Background: an optimization exercise with open tools, aiming at small area and a short achievable clock period. Do not read the settings as production practice.
Where RTL was checked, it was by simulation tests only, not by an equivalence proof against the original.

// viterbi_data_forward
module viterbi_data_forward(
    input         clk,
    input         rst,
    input  [7:0]  LLR0,
    input  [7:0]  LLR1,
    input         data_in_v,
    output [63:0] back_info,
    output        back_info_v
);
make LEC_CHECK=0 CAP_MARGIN=20 CORE_MARGIN=2 CORE_UTILIZATION=40 CTS_BUF_LIST=sky130_fd_sc_hd__clkbuf_8 CTS_CLUSTER_SIZE=30 SETUP_SLACK_MARGIN=1.5 SLEW_MARGIN=20 finish   # period 5.5 ns
run.sh (not shown) runs the stock make flow with config.mk's settings and CLKGATE_MAP_FILE= SYNTH_SCRIPT=/design/flow/synth_recipe.tcl, a recipe that flattens the netlist after the stock synthesis.
Next try:
--- a/flow/config.mk
+++ b/flow/config.mk
@@ -11,4 +11,4 @@
 export CTS_BUF_LIST = sky130_fd_sc_hd__clkbuf_8
 export CTS_CLUSTER_SIZE = 30
-export SETUP_SLACK_MARGIN = 1.5
+export SETUP_SLACK_MARGIN = 2.3
 export SLEW_MARGIN = 20
The new run produced a clean layout.
Sequential cell count does not change.
Final area goes up by 12%.
Worst setup slack improves by 430 ps.
Register-to-register slack improves by 430 ps.
Core utilization came out higher by 5.2 points.
Synthesized cell count stays the same.
Next try:
--- a/flow/config.mk
+++ b/flow/config.mk
@@ -6,9 +6,9 @@
 export NUM_CORES = 8
 export LEC_CHECK = 0
-export CAP_MARGIN = 20
+export CAP_MARGIN = 5
 export CORE_MARGIN = 2
 export CORE_UTILIZATION = 40
 export CTS_BUF_LIST = sky130_fd_sc_hd__clkbuf_8
 export CTS_CLUSTER_SIZE = 30
-export SETUP_SLACK_MARGIN = 2.3
-export SLEW_MARGIN = 20
+export SETUP_SLACK_MARGIN = 1.7
+export SLEW_MARGIN = 5
Outcome: Worst setup slack gets worse by 210 ps; die area stays the same; cell area decreases by 9.2%; non-clock buffer count decreases by 404; clock-buffer cell count increases by 5; global-route usage decreases by 1.7 points; synthesized area stays the same; final cell count decreases by 2.7%.
Next try:
--- a/flow/config.mk
+++ b/flow/config.mk
@@ -6,9 +6,9 @@
 export NUM_CORES = 8
 export LEC_CHECK = 0
-export CAP_MARGIN = 5
+export CAP_MARGIN = 20
 export CORE_MARGIN = 2
 export CORE_UTILIZATION = 40
 export CTS_BUF_LIST = sky130_fd_sc_hd__clkbuf_8
 export CTS_CLUSTER_SIZE = 30
-export SETUP_SLACK_MARGIN = 1.7
-export SLEW_MARGIN = 5
+export SETUP_SLACK_MARGIN = 2.0
+export SLEW_MARGIN = 20
The new run passed the timing, design-rule and antenna checks.
Synthesized area does not change.
First-iteration DRC count came out lower by about 1.5%.
Wire length rises by 1.4%.
Cell area increases by 3.6%.
Flip-flop and latch count is unchanged.

---

The RTL this note starts from:
==> flow/design.v <==
module viterbi_add_select #(
    parameter ZA = 0,
    parameter ZB = 0,
    parameter INV = 0        
) (
    input             clk,
    input      [11:0] m0,       
    input      [11:0] m1,       
    input      [8:0]  bA,
    input      [8:0]  bB,
    input      [9:0]  eu,       
    input      [9:0]  ed,       
    input             go,       
    input             hold,     
    output reg        du,       
    output reg        dd,       
    output reg [11:0] mu,       
    output reg [11:0] md        
);
wire [11:0] i0 = {m0[11:8] + 4'd1, m0[7:0]};    
wire [11:0] i1 = {m1[11:8] + 4'd1, m1[7:0]};    
wire [11:0] u0 = ZA ? i0 : m0 + {3'd0, bA};
wire [11:0] u1 = ZB ? i1 : m1 + {3'd0, bB};
wire [11:0] d0 = ZB ? i0 : m0 + {3'd0, bB};
wire [11:0] d1 = ZA ? i1 : m1 + {3'd0, bA};
wire [11:0] x0 = INV ? ~m0 : m0;
wire [11:0] x1 = INV ? m1 : ~m1;
wire [11:0] xu = {{2{eu[9]}}, eu};
wire [11:0] xd = {{2{ed[9]}}, ed};
wire [11:0] su = x0 ^ x1 ^ xu;
wire [11:0] cu = (x0 & x1) | (x0 & xu) | (x1 & xu);
wire [11:0] sd = x0 ^ x1 ^ xd;
wire [11:0] cd = (x0 & x1) | (x0 & xd) | (x1 & xd);
wire        gu = INV ^ ~sign12(su, {cu[10:0], 1'b1});
wire        gd = INV ^ ~sign12(sd, {cd[10:0], 1'b1});
function automatic sign12;
    input [11:0] x;
    input [11:0] y;
    reg   [10:0] g, p, g2, p2;
    integer j, k;
    begin
        g = x[10:0] & y[10:0];
        p = x[10:0] | y[10:0];
        for (k = 1; k < 11; k = k * 2) begin
            g2 = g;
            p2 = p;
            for (j = k; j < 11; j = j + 1) begin
                g2[j] = g[j] | (p[j] & g[j-k]);
                p2[j] = p[j] & p[j-k];
            end
            g = g2;
            p = p2;
        end
        sign12 = x[11] ^ y[11] ^ g[10];
    end
endfunction
wire su0 = go & ~gu;
wire su1 = go &  gu;
wire sd0 = go & ~gd;
wire sd1 = go &  gd;
always @(posedge clk) begin
    du <= gu;
    dd <= gd;
    mu <= ({12{su0}} & u0) | ({12{su1}} & u1) | ({12{hold}} & mu);
    md <= ({12{sd0}} & d0) | ({12{sd1}} & d1) | ({12{hold}} & md);
end
endmodule
module viterbi_data_forward(
    input         clk,
    input         rst,
    input  [7:0]  LLR0,
    input  [7:0]  LLR1,
    input         data_in_v,
    output [63:0] back_info,
    output        back_info_v
);
localparam [63:0] ATAB = {
    2'd3, 2'd2, 2'd3, 2'd2, 2'd0, 2'd1, 2'd0, 2'd1,
    2'd0, 2'd1, 2'd0, 2'd1, 2'd3, 2'd2, 2'd3, 2'd2,
    2'd1, 2'd0, 2'd1, 2'd0, 2'd2, 2'd3, 2'd2, 2'd3,
    2'd2, 2'd3, 2'd2, 2'd3, 2'd1, 2'd0, 2'd1, 2'd0};
wire [8:0] p = {LLR0[7], LLR0} + {LLR1[7], LLR1} + 9'd256;
reg  [7:0] ra, rb, na, nb;
reg  [8:0] rp, np;
reg  [9:0] rq, rnq, rpp, rnp;    
reg  [9:0] iq, inq, ipp, inp;    
reg        v1, v2, clr;
always @(posedge clk) begin
    ra  <= LLR0;
    rb  <= LLR1;
    rp  <= p;
    na  <= ~LLR0;
    nb  <= ~LLR1;
    np  <= ~p;
    rq  <= {LLR0[7], LLR0[7], LLR0} - {LLR1[7], LLR1[7], LLR1};
    rnq <= {LLR1[7], LLR1[7], LLR1} - {LLR0[7], LLR0[7], LLR0};
    rpp <= {LLR0[7], LLR0[7], LLR0} + {LLR1[7], LLR1[7], LLR1};
    rnp <= -({LLR0[7], LLR0[7], LLR0} + {LLR1[7], LLR1[7], LLR1});
    iq  <= ~({LLR0[7], LLR0[7], LLR0} - {LLR1[7], LLR1[7], LLR1});
    inq <= ~({LLR1[7], LLR1[7], LLR1} - {LLR0[7], LLR0[7], LLR0});
    ipp <= ~({LLR0[7], LLR0[7], LLR0} + {LLR1[7], LLR1[7], LLR1});
    inp <= ~(-({LLR0[7], LLR0[7], LLR0} + {LLR1[7], LLR1[7], LLR1}));
    v1  <= data_in_v & ~rst;
    v2  <= v1 & ~rst;
    clr <= rst;
end
wire go   = v1;
wire hold = ~v1 & ~clr;
wire [8:0] bm [0:7];
assign bm[0] = 9'd256;
assign bm[1] = {~ra[7], ra[7], ra[6:0]};
assign bm[2] = {~rb[7], rb[7], rb[6:0]};
assign bm[3] = rp;
assign bm[4] = 9'd256;
assign bm[5] = ~{~na[7], na[7], na[6:0]};
assign bm[6] = ~{~nb[7], nb[7], nb[6:0]};
assign bm[7] = ~np;
wire [9:0] ee [0:7];
assign ee[0] = rnp;
assign ee[1] = rq;
assign ee[2] = rnq;
assign ee[3] = rpp;
assign ee[4] = inp;     
assign ee[5] = iq;
assign ee[6] = inq;
assign ee[7] = ipp;
wire [11:0] m [0:63];
genvar i;
generate
    for (i = 0; i < 32; i = i + 1) begin : bf
        localparam integer A = ATAB[2*i +: 2];
        localparam integer B = 3 - A;
        localparam integer C = (i >= 16) ? 4 : 0;    
        viterbi_add_select #(.ZA(A == 0), .ZB(B == 0), .INV(C != 0)) u (
            .clk  (clk),
            .m0   (m[2*i]),
            .m1   (m[2*i+1]),
            .bA   (bm[C+A]),
            .bB   (bm[C+B]),
            .eu   (ee[C+A]),
            .ed   (ee[C+B]),
            .go   (go),
            .hold (hold),
            .du   (back_info[i]),
            .dd   (back_info[i+32]),
            .mu   (m[i]),
            .md   (m[i+32])
        );
    end
endgenerate
assign back_info_v = v2;
endmodule
Settings: LEC_CHECK=0, CAP_MARGIN=20, CORE_MARGIN=2, CORE_UTILIZATION=40, CTS_BUF_LIST=sky130_fd_sc_hd__clkbuf_8, CTS_CLUSTER_SIZE=30, SETUP_SLACK_MARGIN=2.0, SLEW_MARGIN=20; clock period 5.5 ns.
Rerun with:
SETUP_SLACK_MARGIN = 1.7   (was 2.0)
- The changed run produced a clean layout
- hold slack improves by 0.036 ns
- register-to-register slack degrades by 0.15 ns
- wire length shrinks by 0.61%
- synthesized area stays the same
- worst setup slack degrades by 0.15 ns
No run of this note included a check of the RTL's function; only the layout flow was run.

---

viterbi_data_forward, a different RTL version from the one above (not shown whole).
Size in the first run: about 860 flip-flops, roughly 84 I/O pins.
export LEC_CHECK = 0
export CAP_MARGIN = 20
export CORE_MARGIN = 2
export CORE_UTILIZATION = 65
export PLACE_DENSITY = 0.75
export SLEW_MARGIN = 20
create_clock -name core_clock -period 5.5 [get_ports {clk}]
==> next run, changes <==
Settings changed: CORE_UTILIZATION 65 to 40, PLACE_DENSITY 0.75 to unset.
What happened: The changed run passed the timing, design-rule and antenna checks; cell count goes up by about 9%; wire length went up by 5.8%; critical path depth stays the same; via count falls by 2.1%; final area goes up by 2.1%; worst setup slack gains 0.047 ns; die area rises by about 60%; utilization goes down by 26 points; synthesized area stays the same; flip-flop and latch count stays the same; clock-buffer cell count increases by 26.
No functional check of the RTL was part of any run of this note.

---

== lane 3 ==
Another version of the RTL of viterbi_data_forward (not shown whole).
For scale: ~950 flip-flops, roughly 84 I/O pins, about 0.11 mm² of cells after synthesis.
clock: 5.5 ns
lec_check: 0
cap_margin: 20
core_margin: 2
core_utilization: 55
place_density: 0.7
setup_slack_margin: 2.0
slew_margin: 20
Per the final summary, lane 3 finished and its layout is clean on timing, DRC and antenna.
> inputs changed (lane 3 -> lane 1)
Settings: swapping 55 for 40 in CORE_UTILIZATION; putting CTS_BUF_LIST at sky130_fd_sc_hd__clkbuf_8 where nothing was set; putting TNS_END_PERCENT at 20 where nothing was set; clearing PLACE_DENSITY, which used to be 0.7; putting CTS_CLUSTER_SIZE at 30 where nothing was set.
Findings:
Delta(area of all placed cells without fillers, lane 1 - lane 3) < 0
Sort lane 1 and lane 3 by pin count of the biggest net entering global routing, ascending, and lane 3 comes first.
Lower sequential share of layout area goes to lane 3 over lane 1.
Taking lane 3 as the reference, in lane 1 clock skew shows an increase of 0.019 ns.

---

## run 1
viterbi_data_forward again, from the RTL that the note above started with.
clock: 5.5 ns
lec_check: 0
cap_margin: 20
core_margin: 2
core_utilization: 40
cts_buf_list: sky130_fd_sc_hd__clkbuf_8
cts_cluster_size: 30
setup_slack_margin: 2.2
slew_margin: 20
Modified inputs, run 2 compared to run 1
- SETUP_SLACK_MARGIN: 2.2 -> 2.0
- CTS_BUF_LIST: sky130_fd_sc_hd__clkbuf_8 -> unset
- CTS_CLUSTER_SIZE: 30 -> unset
Findings:
Run 2 reports a lower met1 wire length than run 1 does. The lower wire length came out of run 2. Run 2 vs. run 1: depth of the worst register-to-register path went down 1; number of nets in the layout decreased about 2%; total track usage went down; layout overhead on the synthesized area has decreased; number of standard cells in the final layout excluding fillers now smaller. Sequential share of layout area (higher): run 2.
Relative to run 2, the following input files were edited for run 3:
- SETUP_SLACK_MARGIN: 2.0 -> 1.6
[summary]
Run 2 -> run 3: count of mapped cells out of synthesis flat
Higher worst stage delay on the critical path among run 2 and run 3: run 3
Between run 2 and run 3, number of nets in the layout is higher for run 2, run 3 comes in under that.

---

viterbi_data_forward, a different RTL version from the one above (not shown whole).
Size: ~890 flip-flops, about 98,000 um^2 of cells after synthesis.
Settings: LEC_CHECK=0, CAP_MARGIN=20, CORE_MARGIN=2, CORE_UTILIZATION=40, CTS_BUF_LIST=sky130_fd_sc_hd__clkbuf_8, CTS_CLUSTER_SIZE=30, SETUP_SLACK_MARGIN=2.0, SLEW_MARGIN=20; clock period 5.5 ns.
Change:
Settings changed: SETUP_SLACK_MARGIN 2.0 to 1.7.
Global-route usage came out lower by 0.59 points.
Design area came out lower by a few percent.
Utilization came out lower by 1.5 points.
Final cell count came out lower slightly.
Die area is unchanged.
Clock skew hardly moves.
Sequential cell count stays the same.
Routed wire length came out lower slightly.
No run of this note included a check of the RTL's function; only the layout flow was run.

---

viterbi_data_forward, a different RTL version from the one above (not shown whole).
For scale: ~11000 cells after synthesis, ~890 flip-flops, ~84 I/O pins, ~90000 µm² of cells after synthesis.
Settings: LEC_CHECK=0, CAP_MARGIN=20, CORE_MARGIN=2, CORE_UTILIZATION=40, SETUP_SLACK_MARGIN=1.0, SLEW_MARGIN=20; clock period 5.5 ns.
The baseline passed the timing, design-rule and antenna checks.
Next try:
Settings changed: SETUP_SLACK_MARGIN 1.0 to unset.
Result: The new run finished clean; wire length falls by a few percent; via count falls by a few percent; die area is unchanged; synthesized area does not change.

---

== job 6331 ==
viterbi_data_forward, a different RTL version from the one above (not shown whole).
Size: roughly 12000 cells after synthesis, ~920 flip-flops, ~84 I/O pins, about 110000 µm² of cells after synthesis.
export LEC_CHECK = 0
export CAP_MARGIN = 20
export CORE_MARGIN = 2
export CORE_UTILIZATION = 40
export SETUP_SLACK_MARGIN = 3.2
export SLEW_MARGIN = 20
create_clock -name core_clock -period 5.5 [get_ports {clk}]
What job 4522 does differently from job 6331 at the input level:
# job 6331
export LEC_CHECK = 0
export CAP_MARGIN = 20
export CORE_MARGIN = 2
export CORE_UTILIZATION = 40
export SETUP_SLACK_MARGIN = 3.2
export SLEW_MARGIN = 20
create_clock -name core_clock -period 5.5 [get_ports {clk}]
# job 4522
export LEC_CHECK = 0
export CAP_MARGIN = 20
export CORE_MARGIN = 2
export CORE_UTILIZATION = 40
export SETUP_SLACK_MARGIN = 2.0
export SLEW_MARGIN = 20
create_clock -name core_clock -period 5.5 [get_ports {clk}]
==> comparison <==
- Type of the tightest min-delay check: reg -> reg -> job 4522, in -> reg -> job 6331
- Job 4522 against job 6331: fraction of the cycle the final worst path needs rose by 2.1 points, slew of the pin with the lowest slew margin fell by 0.14 ns, count of clock-net buffers in the final layout fell by 5.
- Job 6331 ended up with rpp[8] as its origin of the worst setup path; job 4522 ended up with rnq[1].
- The number of global-route vias before repair of job 4522 falls short of that of job 6331 by 4.2%.
- Total routed wirelength: job 4522 and job 6331 compared, lower one is job 4522
- Going from job 6331 to job 4522, smallest setup slack after layout went down, register-to-register slack went down.
Here is what was changed in the inputs of job 4674 compared with job 4522.
# job 4522
export LEC_CHECK = 0
export CAP_MARGIN = 20
export CORE_MARGIN = 2
export CORE_UTILIZATION = 40
export SETUP_SLACK_MARGIN = 2.0
export SLEW_MARGIN = 20
create_clock -name core_clock -period 5.5 [get_ports {clk}]
# job 4674
export LEC_CHECK = 0
export CAP_MARGIN = 20
export CORE_MARGIN = 2
export CORE_UTILIZATION = 40
export SETUP_SLACK_MARGIN = 2.6
export SLEW_MARGIN = 20
create_clock -name core_clock -period 5.5 [get_ports {clk}]
Notes after the runs:
Summary of job 4674 over job 4522: final-stage net count now sits higher; share of the cycle needed by the critical path after routing now sits lower; share of the final layout cell area in sequential cells now sits lower; share of flip-flops with an asynchronous set or reset after synthesis now sits at about the same level.
Number of global-route vias before repair: job 4674 vs job 4522 up 4423
Job 4674 leaves more setup margin than job 4522.
Per the comparison of job 4674 with job 4522, tap cell count flat; non-clock buffer count in the final layout up 70%; post-route core utilization up 5.4 points.

## afterwards: timing with drivers on the ports
How much do the figures lean on ideal ports? The routed layouts below were timed once more, with nothing changed but the port constraints.
Step 1, drivers: a clkbuf_16 drives clk and a buf_2 each remaining input, both assumed.
Step 2 also shifts input and output timing later by t, the mid clock arrival at the registers, as if the neighbouring blocks saw the same clock.
Three values: no drivers, after step 1, after step 2; two values: the first two.
run | t (ns) | setup WS [ns] | worst setup path at the end
the first run of note 1 | 1.079 | 1.508 / 1.508 / 0.760 | input to register
the second run of note 1 | 1.094 | 1.940 / 1.940 / 1.306 | input to register
the third run of note 1 | 1.113 | 1.730 / 1.730 / 0.740 | input to register
the fourth run of note 1 | 1.122 | 1.805 / 1.805 / 1.026 | input to register
the first run of note 2 | 1.118 | 1.802 / 1.802 / 1.181 | input to register
the second run of note 2 | 1.151 | 1.650 / 1.650 / 1.075 | input to register
the first run of note 3 | 0.829 | 0.203 / 0.203 / 0.203 | register to register
the second run of note 3 | 0.875 | 0.251 / 0.251 / 0.251 | register to register
lane 3 | 0.928 | 1.907 / 1.906 / 1.138 | input to register
lane 1 | 1.082 | 1.892 / 1.892 / 1.204 | input to register
run 1 | 1.079 | 1.979 / 1.979 / 1.307 | input to register
run 2 | 0.916 | 1.976 / 1.976 / 1.233 | input to register
run 3 | 0.937 | 1.556 / 1.556 / 1.075 | input to register
the first run of note 6 | 1.104 | 1.420 / 1.420 / 1.330 | input to register
the second run of note 6 | 1.109 | 1.387 / 1.387 / 1.277 | input to register
the first run of note 7 | 0.884 | 0.977 / 0.977 / 0.977 | register to register
the second run of note 7 | 0.885 | 0.236 / 0.236 / 0.236 | register to register
job 6331 | 0.925 | 2.093 / 2.093 / 2.093 | register to register
job 4522 | 0.911 | 1.976 / 1.976 / 1.356 | input to register
job 4674 | 0.906 | 2.110 / 2.110 / 1.903 | input to register
After both steps every run listed still meets setup and hold. The setup slack of the third run of note 1, which loses most, moves by 0.000 ns with the drivers and by -0.990 ns with both steps.
